This design comes from an exercise in tuning for small area on the open sky130 flow, not from production work. In this exercise RTL edits were held to simulation tests only and were not proved equivalent to the original. Power is estimated from default activity; no workload was simulated.

==> design.v <==
module FSM
    #(parameter WIDTH = 1024,
      parameter INDEX = 10)
    (input clk,
    input reset,
    input stall,
    input [INDEX - 1:0] pred_sel,
    input [INDEX - 1:0] update_sel,
    input update,
    input up_down,
    output reg pred);
    integer i;
    reg                 A [WIDTH - 1:0];
    reg                 B [WIDTH - 1:0];
    always @(posedge clk or negedge reset) begin
        if(!reset) begin
            for(i = 0; i < WIDTH; i = i + 1) begin
                A[i] <= 0;
                B[i] <= 0;
            end
        end
        else if(!stall) begin
            if (update) begin
                A[update_sel] <= (A[update_sel] & B[update_sel]) | (A[update_sel] & up_down) | (B[update_sel] & up_down);
                B[update_sel] <= (A[update_sel] & ~B[update_sel]) | (A[update_sel] & up_down) | (~B[update_sel] & up_down);
            end
        end
    end
    always @ * begin
        pred = A[pred_sel];
    end
endmodule
module GBP
    #(parameter DELAY = 7,
      parameter HBITS = 8)
    (input clk,
    input reset,
    input stall,
    input [31:0] if_pc,
    input [31:0] id_pc,
    input is_branch,
    input is_taken,
    output reg pred);
    integer i;
    reg   [HBITS - 1:0]  history;
    reg   [HBITS - 1:0]  past_histories [DELAY - 1:0];
    wire          fsm_pred;
    FSM #(.WIDTH(1 << HBITS), .INDEX(HBITS)) GBP_FSM (
        .clk(clk),
        .reset(reset),
        .stall(stall),
        .pred_sel(history),
        .update_sel(past_histories[0]),
        .update(is_branch),
        .up_down(is_taken),
        .pred(fsm_pred));
    always @(posedge clk or negedge reset) begin
        if(!reset) begin
            history <= 0;
            for(i = 0; i < DELAY; i = i + 1) begin
                past_histories[i]   <= 0;
            end
        end
        else if(!stall) begin
            history <= is_branch ? {is_taken, history[HBITS - 1:1]} : history;
            past_histories[DELAY - 1]     <= history;
            for(i = 0; i < DELAY - 1; i = i + 1) past_histories[i]   <= past_histories[i + 1];
        end
    end
    always @ * begin
        pred = fsm_pred;
    end
endmodule
module LBP
    #(parameter DELAY = 7,
      parameter ENTRIES = 64,
      parameter IBITS = 6,
      parameter HBITS = 8)
    (input clk,
    input reset,
    input stall,
    input [31:0] if_pc,
    input [31:0] id_pc,
    input is_branch,
    input is_taken,
    output reg pred);
    integer i;
        wire fsm_pred;
        wire  [IBITS - 1:0] pred_idx;
        wire  [IBITS - 1:0] update_idx;
        reg   [HBITS - 1:0] branch_history [ENTRIES - 1:0];
        wire  [HBITS - 1:0] history;
        reg   [HBITS - 1:0] past_histories [DELAY - 1:0];
        wire  [HBITS - 1:0] past_history;
        reg   [31:0] instr_histories [DELAY - 1:0];
    FSM #(.WIDTH(1 << HBITS), .INDEX(HBITS)) LBP_FSM(
        .clk(clk),
        .reset(reset),
        .stall(stall),
        .pred_sel(history),
        .update_sel(past_history),
        .update(is_branch),
        .up_down(is_taken),
        .pred(fsm_pred));
        assign pred_idx = if_pc[IBITS + 1:2];
        assign update_idx = instr_histories[0][IBITS + 1:2];
        assign history = branch_history[pred_idx];
        assign past_history = past_histories[0];
    always @(posedge clk or negedge reset) begin
        if(!reset) begin
            for(i = 0; i < ENTRIES; i = i + 1) begin
                branch_history[i] <= 0;
            end
            for(i = 0; i < DELAY; i = i + 1) begin
                past_histories[i]   <= 0;
                instr_histories[i]  <= 0;
            end
        end
        else if(!stall)begin
            instr_histories[DELAY - 1]    <= if_pc;
            for(i = 0; i < DELAY - 1; i = i + 1) instr_histories[i]  <= instr_histories[i + 1];
            past_histories[DELAY - 1]     <= history;
            for(i = 0; i < DELAY - 1; i = i + 1) past_histories[i]   <= past_histories[i + 1];
            branch_history[update_idx]    <= is_branch ? {is_taken, past_history[HBITS - 1:1]} : branch_history[update_idx];
        end
    end
    always @ * begin
        pred = fsm_pred;
    end
endmodule
module META
    #(parameter DELAY = 7,
      parameter IBITS = 6)
    (input clk,
    input reset,
    input stall,
    input [31:0] if_pc,
    input [31:0] id_pc,
    input is_branch,
    input is_taken,
    input gbp_pred,
    input lbp_pred,
    output reg take);
    integer i;
    wire fsm_pred;
    wire up_down;
    wire update;
    reg [31:0] instr_histories[DELAY - 1:0];
    wire [31:0] past_instr;
    reg gbp_histories[DELAY - 1:0];
    reg lbp_histories[DELAY - 1:0];
    wire past_gbp;
    wire past_lbp;
    FSM #(.WIDTH(1 << IBITS), .INDEX(IBITS)) META_FSM(
        .clk(clk),
        .reset(reset),
        .stall(stall),
        .pred_sel(if_pc[IBITS + 1:2]),
        .update_sel(past_instr[IBITS + 1:2]),
        .update(is_branch & update),
        .up_down(up_down),
        .pred(fsm_pred));
    assign past_instr = instr_histories[0];
    assign past_gbp   = gbp_histories[0];
    assign past_lbp   = lbp_histories[0];
    assign update     = past_gbp ^ past_lbp;
    assign up_down    = is_taken ? past_gbp : past_lbp;
    always @(posedge clk, negedge reset) begin
        if(!reset) begin
            for(i = 0; i < DELAY; i = i + 1) begin
                instr_histories[i]  <= 0;
                gbp_histories[i]    <= 0;
                lbp_histories[i]    <= 0;
            end
        end
        else if(!stall) begin
            instr_histories[DELAY - 1]   <= if_pc;
            for(i = 0; i < DELAY - 1; i = i + 1) instr_histories[i] <= instr_histories[i + 1];
            gbp_histories[DELAY - 1]     <= gbp_pred;
            for(i = 0; i < DELAY - 1; i = i + 1) gbp_histories[i]   <= gbp_histories[i + 1];
            lbp_histories[DELAY - 1]     <= lbp_pred;
            for(i = 0; i < DELAY - 1; i = i + 1) lbp_histories[i]   <= lbp_histories[i + 1];
        end
    end
    always @ * begin
        take = fsm_pred ? gbp_pred : lbp_pred;
    end
endmodule
module BTB
    #(parameter DELAY = 7,
      parameter IBITS = 4,
      parameter TBITS = 30 - IBITS,
      parameter WAY = 1 + TBITS + 32)
    (input clk,
    input reset,
    input stall,
    input [31:0] if_pc,
    input [31:0] id_pc,
    input [31:0] alt_address,
    input is_branch,
    input is_taken,
    output reg hit,
    output reg [31:0] alt_pc);
    integer i;
    reg                 lru_bits [(1 << IBITS) - 1:0];
    reg                 valid_1  [(1 << IBITS) - 1:0];
    reg                 valid_0  [(1 << IBITS) - 1:0];
    reg   [WAY - 2:0]   way_1    [(1 << IBITS) - 1:0];    
    reg   [WAY - 2:0]   way_0    [(1 << IBITS) - 1:0];    
    wire  [IBITS - 1:0] if_idx;                       
    wire  [TBITS - 1:0] if_tag;                       
    reg   [31:0]  instr_histories [DELAY - 1:0];
    wire  [IBITS - 1:0] past_idx;
    wire tag_1_match;
    wire tag_2_match;
    wire update;
    wire lru;
    assign past_idx     = instr_histories[0][IBITS + 1:2];
    assign lru          = lru_bits[past_idx];
    assign if_idx       = if_pc[IBITS + 1:2];
    assign if_tag       = if_pc[31:IBITS + 2];
    assign tag_1_match  = (way_1[if_idx][WAY - 2:32] == if_tag) & valid_1[if_idx];
    assign tag_2_match  = (way_0[if_idx][WAY - 2:32] == if_tag) & valid_0[if_idx];
    assign update       = is_branch & is_taken;
    always @(posedge clk or negedge reset) begin
        if(!reset) begin
            for(i = 0; i < (1 << IBITS); i = i + 1) begin
                lru_bits[i] <= 0;
                valid_1[i]  <= 0;
                valid_0[i]  <= 0;
            end
            for(i = 0; i < DELAY; i = i + 1) begin
                instr_histories[i] <= 0;
            end
        end
        else if(!stall) begin
            instr_histories[DELAY - 1]    <= if_pc;
            for(i = 0; i < DELAY - 1; i = i + 1) instr_histories[i]  <= instr_histories[i + 1];
            valid_1[past_idx] <= update ? (lru ? valid_1[past_idx] : 1'b1) : valid_1[past_idx];
            valid_0[past_idx] <= update ? (lru ? 1'b1 : valid_0[past_idx]) : valid_0[past_idx];
            lru_bits[past_idx] <= ~lru;
            lru_bits[if_idx] <= tag_1_match ? 1 : (tag_2_match ? 0 : lru_bits[if_idx]);
        end
    end
    always @(posedge clk) begin
        if(!stall) begin
            way_1[past_idx] <= update ? (lru ? way_1[past_idx] : {id_pc[31:IBITS + 2], alt_address}) : way_1[past_idx];
            way_0[past_idx] <= update ? (lru ? {id_pc[31:IBITS + 2], alt_address} : way_0[past_idx]) : way_0[past_idx];
        end
    end
    always @ * begin
        hit     = tag_1_match || tag_2_match;
        alt_pc  = tag_1_match ? way_1[if_idx][31:0] : way_0[if_idx][31:0];
    end
endmodule
module STACK
    #(parameter SIZE = 8,
      parameter WIDTH = 32)
    (input clk,
    input reset,
    input stall,
    input pop,
    input push,
    input [WIDTH - 1:0] data,
    output reg [WIDTH - 1:0] top);
    integer i;
    integer pointer;
    wire [31:0] increment;
    reg [WIDTH - 1:0] stack [SIZE - 1:0];
    wire push_val;
    wire pop_val;
    assign push_val   = (pointer < SIZE) ? push : 0;
    assign pop_val    = (pointer > 0) ? (0 - pop) : 0;
    assign increment  = 0 + {31'b0, push_val} - {31'b0, pop_val};
    always @(posedge clk or negedge reset) begin
        if(!reset) begin
            for(i = 0; i < SIZE; i = i + 1) begin
                stack[i]  <= 0;
            end
            pointer <= 0;
        end
        else if(!stall) begin
            pointer <= pointer + increment;
            if(push) begin
                if(pointer < SIZE) begin
                    stack[pointer] <= data;
                end
                else begin
                    stack[SIZE - 1]   <= data;
                    for(i = 0; i < SIZE - 1; i = i + 1) stack[i] <= stack[i + 1];
                end
            end
        end
    end
    always @ * begin
        top = (pointer > 0) ? stack[pointer - 1] : 0;
    end
endmodule
module RAS
    #(parameter SIZE = 8)
    (input clk,
    input reset,
    input stall,
    input [31:0] if_pc,
    input [31:0] if_instr,
    input [31:0] id_pc,
    input is_link,
    output reg hit,
    output reg [31:0] alt_pc);
       	wire [5:0] opcode;
    wire [5:0] funct;
    wire [4:0] rs;
    wire [31:0] top;
    wire push;
    wire pop;
    wire special;
    wire available;
    STACK #(.SIZE(SIZE)) RAS_STACK(
        .clk(clk),
        .reset(reset),
        .stall(stall),
        .push(push),
        .pop(pop),
        .data(id_pc + 32'd8),
        .top(top));
    assign opcode   = if_instr[31:26];
	  assign funct    = if_instr[5:0];
    assign rs       = if_instr[25:21];
    assign special  = is_link & hit;           
    assign push     = special ? 0 : is_link;
    assign pop      = special ? 0 : hit;
    assign available = top != 32'b0;
    always @(posedge clk or negedge reset) begin
        if(!reset) begin
        end
        else begin
        end
    end
    always @ * begin
        hit     = (opcode == 6'b000000) & (funct == 6'b001000) & (rs == 5'b11111) & available;
        alt_pc  = special ? id_pc + 32'd8 : top;
    end
endmodule
module BRANCH_PREDICTOR
    #(parameter DELAY = 7)
    (input clk,
    input reset,
    input stall,
    input [31:0] if_pc,
    input [31:0] if_instr,
    input [31:0] id_pc,
    input [31:0] alt_address,
    input is_link,
    input is_branch,
    input is_taken,
    output reg take,
    output reg flush,
    output reg [31:0] alt_pc);
    integer i;
    wire gbp_pred;
    wire lbp_pred;
    wire meta_pred;
    wire btb_hit;
    wire ras_hit;
    wire [31:0] btb_alt_pc;
    wire [31:0] ras_alt_pc;
    wire req_alt;
    wire [31:0] req_alt_pc;
    reg past_decisions [DELAY - 1:0];
    reg [31:0] past_pcs [DELAY - 1:0];
    wire mispred;
    assign req_alt      = (btb_hit & meta_pred) | ras_hit;
    assign req_alt_pc   = ras_hit ? ras_alt_pc : btb_alt_pc;
    assign mispred      = is_branch ? (is_taken ? ~(past_pcs[0] == alt_address) : ~(past_pcs[0] == id_pc + 32'd4)) : 0;
    always @(posedge clk or negedge reset) begin
        if(!reset) begin
            for(i = 0; i < DELAY; i = i + 1) begin
                past_decisions[i] <= 0;
                past_pcs[i]       <= 0;
            end
            take    <= 0;
            flush   <= 0;
            alt_pc  <= 0;
        end
        else if(!stall) begin
            if(!flush) begin
                past_decisions[DELAY - 1]   <= req_alt | mispred;
                for(i = 0; i < DELAY - 1; i = i + 1) past_decisions[i] <= past_decisions[i + 1];
                past_pcs[DELAY - 1]         <= mispred ? (is_taken ? alt_address : id_pc + 32'd8) : (req_alt ? req_alt_pc : if_pc + 32'd4);
                for(i = 0; i < DELAY - 1; i = i + 1) past_pcs[i]       <= past_pcs[i + 1];
                take    <= req_alt | mispred;
                flush   <= mispred;
                alt_pc  <= mispred ? (is_taken ? alt_address : id_pc + 32'd8) : (req_alt ? req_alt_pc : if_pc + 32'd4);
            end
            else begin
                take    <= 0;
                flush   <= mispred;
                alt_pc  <= 0;
            end
        end
    end
    META META(
        .clk(clk),
        .reset(reset),
        .stall(stall),
        .if_pc(if_pc),
        .id_pc(id_pc),
        .is_branch(is_branch),
        .is_taken(is_taken),
        .gbp_pred(gbp_pred),
        .lbp_pred(lbp_pred),
        .take(meta_pred));
    GBP GBP(
        .clk(clk),
        .reset(reset),
        .stall(stall),
        .if_pc(if_pc),
        .id_pc(id_pc),
        .is_branch(is_branch),
        .is_taken(is_taken),
        .pred(gbp_pred));
    LBP LBP(
        .clk(clk),
        .reset(reset),
        .stall(stall),
        .if_pc(if_pc),
        .id_pc(id_pc),
        .is_branch(is_branch),
        .is_taken(is_taken),
        .pred(lbp_pred));
    BTB BTB(
        .clk(clk),
        .reset(reset),
        .stall(stall),
        .if_pc(if_pc),
        .id_pc(id_pc),
        .alt_address(alt_address),
        .is_branch(is_branch),
        .is_taken(is_taken),
        .hit(btb_hit),
        .alt_pc(btb_alt_pc));
    RAS RAS(
        .clk(clk),
        .reset(reset),
        .stall(stall),
        .if_pc(if_pc),
        .if_instr(if_instr),
        .id_pc(id_pc),
        .is_link(is_link),
        .hit(ras_hit),
        .alt_pc(ras_alt_pc));
endmodule
==> run.sh <==
#!/bin/bash
# synth_recipe.tcl (not shown) runs the flow's synth.tcl, then flattens the netlist and writes it again
# the make line also repeats each setting of config.mk as NAME=value (left out here)
make -C /OpenROAD-flow-scripts/flow DESIGN_CONFIG=/design/flow/config.mk WORK_HOME=/design/flow/orfs CLKGATE_MAP_FILE= SYNTH_SCRIPT=/design/flow/synth_recipe.tcl finish
==> config.mk <==
export PLATFORM = sky130hd
export DESIGN_NAME = BRANCH_PREDICTOR
export DESIGN_NICKNAME = BRANCH_PREDICTOR
export VERILOG_FILES = /design/flow/design.v
export SDC_FILE = /design/flow/constraint.sdc
export NUM_CORES = 4
export LEC_CHECK = 0
export CAP_MARGIN = 30
export CORE_MARGIN = 2
export CORE_UTILIZATION = 35
export PLACE_DENSITY = 0.45
export SLEW_MARGIN = 45
==> constraint.sdc <==
create_clock -name core_clock -period 12.0 [get_ports {clk}]
set_input_delay 2.4000 -clock core_clock [delete_from_list [all_inputs] [get_ports {clk}]]
set_output_delay 2.4000 -clock core_clock [all_outputs]
set_load 0.01 [all_outputs]
==> flow_summary.rst <==
.. list-table::
   :header-rows: 1

   * - Metric
     - Value
   * - # Max-Cap Violations
     - 0
   * - Routability-driven placement congestion ratio
     - ~1.0
   * - DP Wirelength
     - 583 mm
   * - Source-to-sink clock delay at the later pin of the worst-skew pair
     - about 1100 ps
   * - Tmin final
     - just under 10,000 ps
   * - Number of optimization iterations in the first detailed-route pass
     - 11
   * - Per-cell routed wire length
     - approximately 37 µm
   * - I/O Pins
     - 168
   * - Endpoint arrival time on the critical path
     - 10,550 ps
   * - Number of different library cells in the post-synthesis netlist
     - 95
   * - Most frequent cells after synthesis
     - sky130_fd_sc_hd__nand2_1, sky130_fd_sc_hd__dfrtp_1, sky130_fd_sc_hd__edfxtp_1, sky130_fd_sc_hd__o21ai_0, sky130_fd_sc_hd__nor2_1
   * - Resized Gates After CTS
     - 0
   * - Flops & latches, synth
     - 4,290
   * - Num rows
     - ~270
   * - Maximum net fanout on the critical path
     - 48
   * - Critical Path Max Stage Delay
     - 710 ps
   * - Setup-violating endpoint count in the final report
     - 0
   * - Clock Sink Count
     - about 4,300
   * - Worst path depth
     - 26
   * - Classification of the worst setup path
     - in -> reg
   * - Least-Margin Pin Slew
     - 911 ps
   * - Startpoint type of the worst setup path
     - input port
   * - Data required time of the worst path
     - around 13,000 ps
   * - Overall via count from detail_route
     - about 150k
   * - Final-report max-slew violation count
     - 0
   * - Max Clock Skew
     - 105 ps
   * - Fraction of layout cells with a size suffix above 1
     - 20.0%
   * - Synthesis-to-finish area growth
     - 15.6%
   * - Post-CTS setup repair buffer count
     - 0
   * - Highest-utilization routing layer at the global route stage
     - met2
   * - Number of cells on the worst reg-to-reg path
     - 29
   * - Met1 layer usage reported by global route
     - between 40% and 50%
   * - Cell taking the most area after synthesis
     - sky130_fd_sc_hd__dfrtp_1
   * - Initial core utilization
     - 35.1%
   * - Share of the cycle needed by the critical path after routing
     - 80.5%
   * - Kind of cell adding the most delay to the critical path
     - simple AND/OR/NAND/NOR gates
   * - Core Box Area
     - roughly 550,000 µm²
   * - Worst hold-check path type
     - reg -> reg
   * - Number of H-tree levels
     - 5
   * - Worst path buffer plus inverter count
     - 9
   * - Total routed wirelength
     - ~890 mm
   * - Peak supply drop
     - around 0.00041 V
   * - Hold Violations, Final
     - 0
   * - Count of mapped cells out of synthesis
     - ~16,000
   * - Deepest clock path buffer count
     - 4
   * - Total of warnings raised by yosys
     - 28
   * - Non-filler instance count after layout
     - ~24,000
   * - Total CTS buffers
     - 477
   * - Slew margin rel.
     - between 30% and 40%
   * - Number of nets at the end of the flow
     - approximately 17,000
   * - Async set-or-reset flop fraction in the synthesized netlist
     - between 50% and 60%
   * - Met3 usage
     - under 10%
   * - Clock tree from TritonCTS
     - done
   * - Unrepaired setup endpoints after global routing
     - false
   * - Setup TNS
     - 0 ps
   * - Pwr Total
     - around 0.045 W
   * - Most frequently used flop master after synthesis
     - sky130_fd_sc_hd__dfrtp_1
   * - Pin count of the biggest net entering global routing
     - approximately 140
   * - DRC violations left
     - 0
   * - Library cell used as clock root buffer
     - sky130_fd_sc_hd__clkbuf_16
   * - Status
     - finished clean
   * - Power density over cell area
     - between 200 and 250 nW/µm²
   * - Via density per instance
     - a little over 6
   * - Synthesized netlist net count
     - 16,300
   * - Share of the yosys chip area belonging to registers
     - 60.2%
   * - Number of antenna violations at the first check in global routing
     - 57
   * - Upper clock frequency limit
     - 104 MHz
   * - Vias in the first global route
     - approximately 140k
   * - Global routing met2 resource utilization
     - a little under half
   * - Slowest cell on crit path
     - sky130_fd_sc_hd__or4_1
   * - Number of placed instances, taps included
     - ~23,000
   * - Clock slew seen by the registers of the worst setup and hold paths
     - about 60 ps
   * - Number of synthesized flops with an enable pin
     - 1,856
   * - Dominant cell by count in the synthesized netlist
     - sky130_fd_sc_hd__nand2_1
   * - Die X-Extent
     - ~750 µm
   * - PortBufs
     - roughly 150
   * - Number of design-rule violations left by the first detailed-router iteration
     - 20,100
   * - Synthesized cell area
     - ~190,000 µm²
   * - Die footprint
     - approximately 560,000 µm²
   * - Hold_buf cts
     - 0
   * - Hold Path Depth
     - 2
   * - Global-route wire length before repair
     - ~1200 mm
   * - Synthesized area per cell
     - about 12 µm²
   * - Remaining number of nets flagged by the antenna check after routing
     - 0
   * - Proportion of netlist area held by the largest area contributor
     - 31.4%
   * - GR Util All Layers
     - roughly 31%
   * - Top cells by area in the synthesized netlist
     - sky130_fd_sc_hd__dfrtp_1, sky130_fd_sc_hd__edfxtp_1, sky130_fd_sc_hd__mux4_2
   * - Overflow left after global routing
     - 0
   * - Worst setup EP type
     - flop
   * - Overall die height
     - 748 µm
   * - Leakage Power
     - 85.8 nW
   * - Cell repeated most along the worst path
     - sky130_fd_sc_hd__buf_4
   * - Final Core Density
     - about two fifths
==> report_power, final <==
part,switching (W),internal (W)
Sequential,0.00173,0.0171
Clock,0.00636,0.00850
Combinational,0.00866,0.00304
==> layer usage <==
layer | vias to the layer above | share of wire, %
li1 | 61100 | -
met1 | 76200 | 41
met2 | 8075 | 43
met3 | 2376 | 9.5
met4 | 46 | 6.5
met5 | - | 0.043
==> worst reg2reg max path: cells and delay by family, from the launching register on <==
kind / cells / cell delay [ps]
flops: 1 / 660
xor+xnor: 1 / 160
compound gates: 14 / 3700
simple gates: 9 / 3300
fa+ha+maj: 3 / 1020
buf+inv: 2 / 490
==> sequential cells by signal, indices dropped and copies added, names as in the netlist, 7 cells and up <==
name and cells:
BTB.instr_histories 18, GBP.past_histories 56, LBP.past_histories 56, GBP.GBP_FSM.A 256, RAS.RAS_STACK.stack 256, LBP.LBP_FSM.A 256, GBP.history 8, alt_pc 32
past_pcs 224, RAS.RAS_STACK.pointer 32, META.gbp_histories 7, LBP.branch_history 512, META.META_FSM.B 64, BTB.valid_1 16, BTB.way_0 928, LBP.LBP_FSM.B 256
BTB.valid_0 16, BTB.way_1 928, LBP.instr_histories 24, BTB.lru_bits 16, META.lbp_histories 7, META.META_FSM.A 64, GBP.GBP_FSM.B 256
==> layout make-up <==
cell class,count,area [µm²]
clock inverter,223,2220
antenna,35,87.6
sequential,4290,117000
clock buffer,659,13400
fill,52300,328000
multi-input combinational,10600,74000
tap,7287,9120
timing repair buffer,887,8300
inverter,34,128
==> logic make-up after synthesis <==
family,after synthesis,share of synthesized area [%]
AO/OA/AOI/OAI,3628,11.7
XOR/XNOR,200,0.904
adder cells (fa/ha/maj),44,0.281
buffers and inverters,1229,2.55
flip-flops,4290,60.2
multiplexers,1586,12.6
AND/OR/NAND/NOR,5184,11.7
==> per-stage QoR <==
step           setup slack (ps)  instance area, µm²  hold slack (ps)
2_1_floorplan              3060              194000              433
3_3_place_gp               1240              206000              448
3_5_place_dp               1730              208000              448
4_1_cts                    2430              223000              427
5_1_grt                    2010              224000              466
6_report                   2340              224000              437
==> layout by cell type, fill, tap and decap left out, types with 36 or more instances in the layout <==
cell type and count:
sky130_fd_sc_hd__clkbuf_16 483, sky130_fd_sc_hd__clkdlybuf4s50_1 110, sky130_fd_sc_hd__a22o_1 150, sky130_fd_sc_hd__nand3_1 730, sky130_fd_sc_hd__mux2i_1 107, sky130_fd_sc_hd__a21oi_1 587, sky130_fd_sc_hd__nor4_1 113, sky130_fd_sc_hd__nor3_2 57
sky130_fd_sc_hd__xnor2_1 132, sky130_fd_sc_hd__nor3_1 128, sky130_fd_sc_hd__nor2_4 56, sky130_fd_sc_hd__xor2_1 53, sky130_fd_sc_hd__nand2_2 37, sky130_fd_sc_hd__mux2_2 871, sky130_fd_sc_hd__a32oi_1 61, sky130_fd_sc_hd__o211ai_1 77
sky130_fd_sc_hd__buf_12 38, sky130_fd_sc_hd__nor2_2 54, sky130_fd_sc_hd__a31oi_1 57, sky130_fd_sc_hd__nor2_1 795, sky130_fd_sc_hd__clkinv_2 90, sky130_fd_sc_hd__mux4_2 599, sky130_fd_sc_hd__a22oi_1 620, sky130_fd_sc_hd__edfxtp_1 1856
sky130_fd_sc_hd__nand2_1 2570, sky130_fd_sc_hd__clkbuf_8 71, sky130_fd_sc_hd__and3_1 63, sky130_fd_sc_hd__nand4_1 285, sky130_fd_sc_hd__buf_4 599, sky130_fd_sc_hd__buf_6 53, sky130_fd_sc_hd__dfrtp_1 2428, sky130_fd_sc_hd__a221oi_1 124
sky130_fd_sc_hd__clkinv_1 55, sky130_fd_sc_hd__a222oi_1 66, sky130_fd_sc_hd__clkbuf_1 107, sky130_fd_sc_hd__nand2b_1 43, sky130_fd_sc_hd__o22ai_1 163, sky130_fd_sc_hd__o21ai_0 1457, sky130_fd_sc_hd__nor2b_1 36
==> final timing paths <==
kind / start / endpoint / slack [ps]
min in group asynchronous: reset / META.META_FSM.A[20]$_DFFE_PN0P_ / 1230
min: past_pcs[5][18]$_DFFE_PN0P_ / past_pcs[4][18]$_DFFE_PN0P_ / 440
max: if_pc[3] / alt_pc[4]$_DFFE_PN0N_ / 2340
max in group asynchronous: reset / past_pcs[1][1]$_DFFE_PN0P_ / 8410
max reg2reg: RAS.RAS_STACK.pointer[0]$_DFFE_PN0N_ / RAS.RAS_STACK.pointer[30]$_DFFE_PN0N_ / 2520
min reg2reg: past_pcs[5][18]$_DFFE_PN0P_ / past_pcs[4][18]$_DFFE_PN0P_ / 440

==> separate check: timing with driven ports <==
Ports are ideal in the flow. The routed layout listed here was re-timed in OpenROAD. Step 1 assumes that a clkbuf_16 drives the clock port and a buf_2 every other input. Step 2 moves the port delays by t, midway between the first and last clock arrival at a register: inputs arrive t later, outputs are due t later. That takes back most of the time a late clock gives input paths. Slacks: ideal / step 1 / step 2; pairs: ideal / step 1.
t (ns): 1.179
setup WS [ns]: 2.341 / 2.416 / 1.237
worst hold slack (ns): 0.437 / 0.437 / 0.437
worst setup path after step 2: input to register
latest minus earliest clock arrival (ns): 0.107 / 0.106
After both steps setup and hold are still met in this run. For this run, drivers alone change the setup slack by +0.075 ns; drivers and shift together by -1.104 ns.
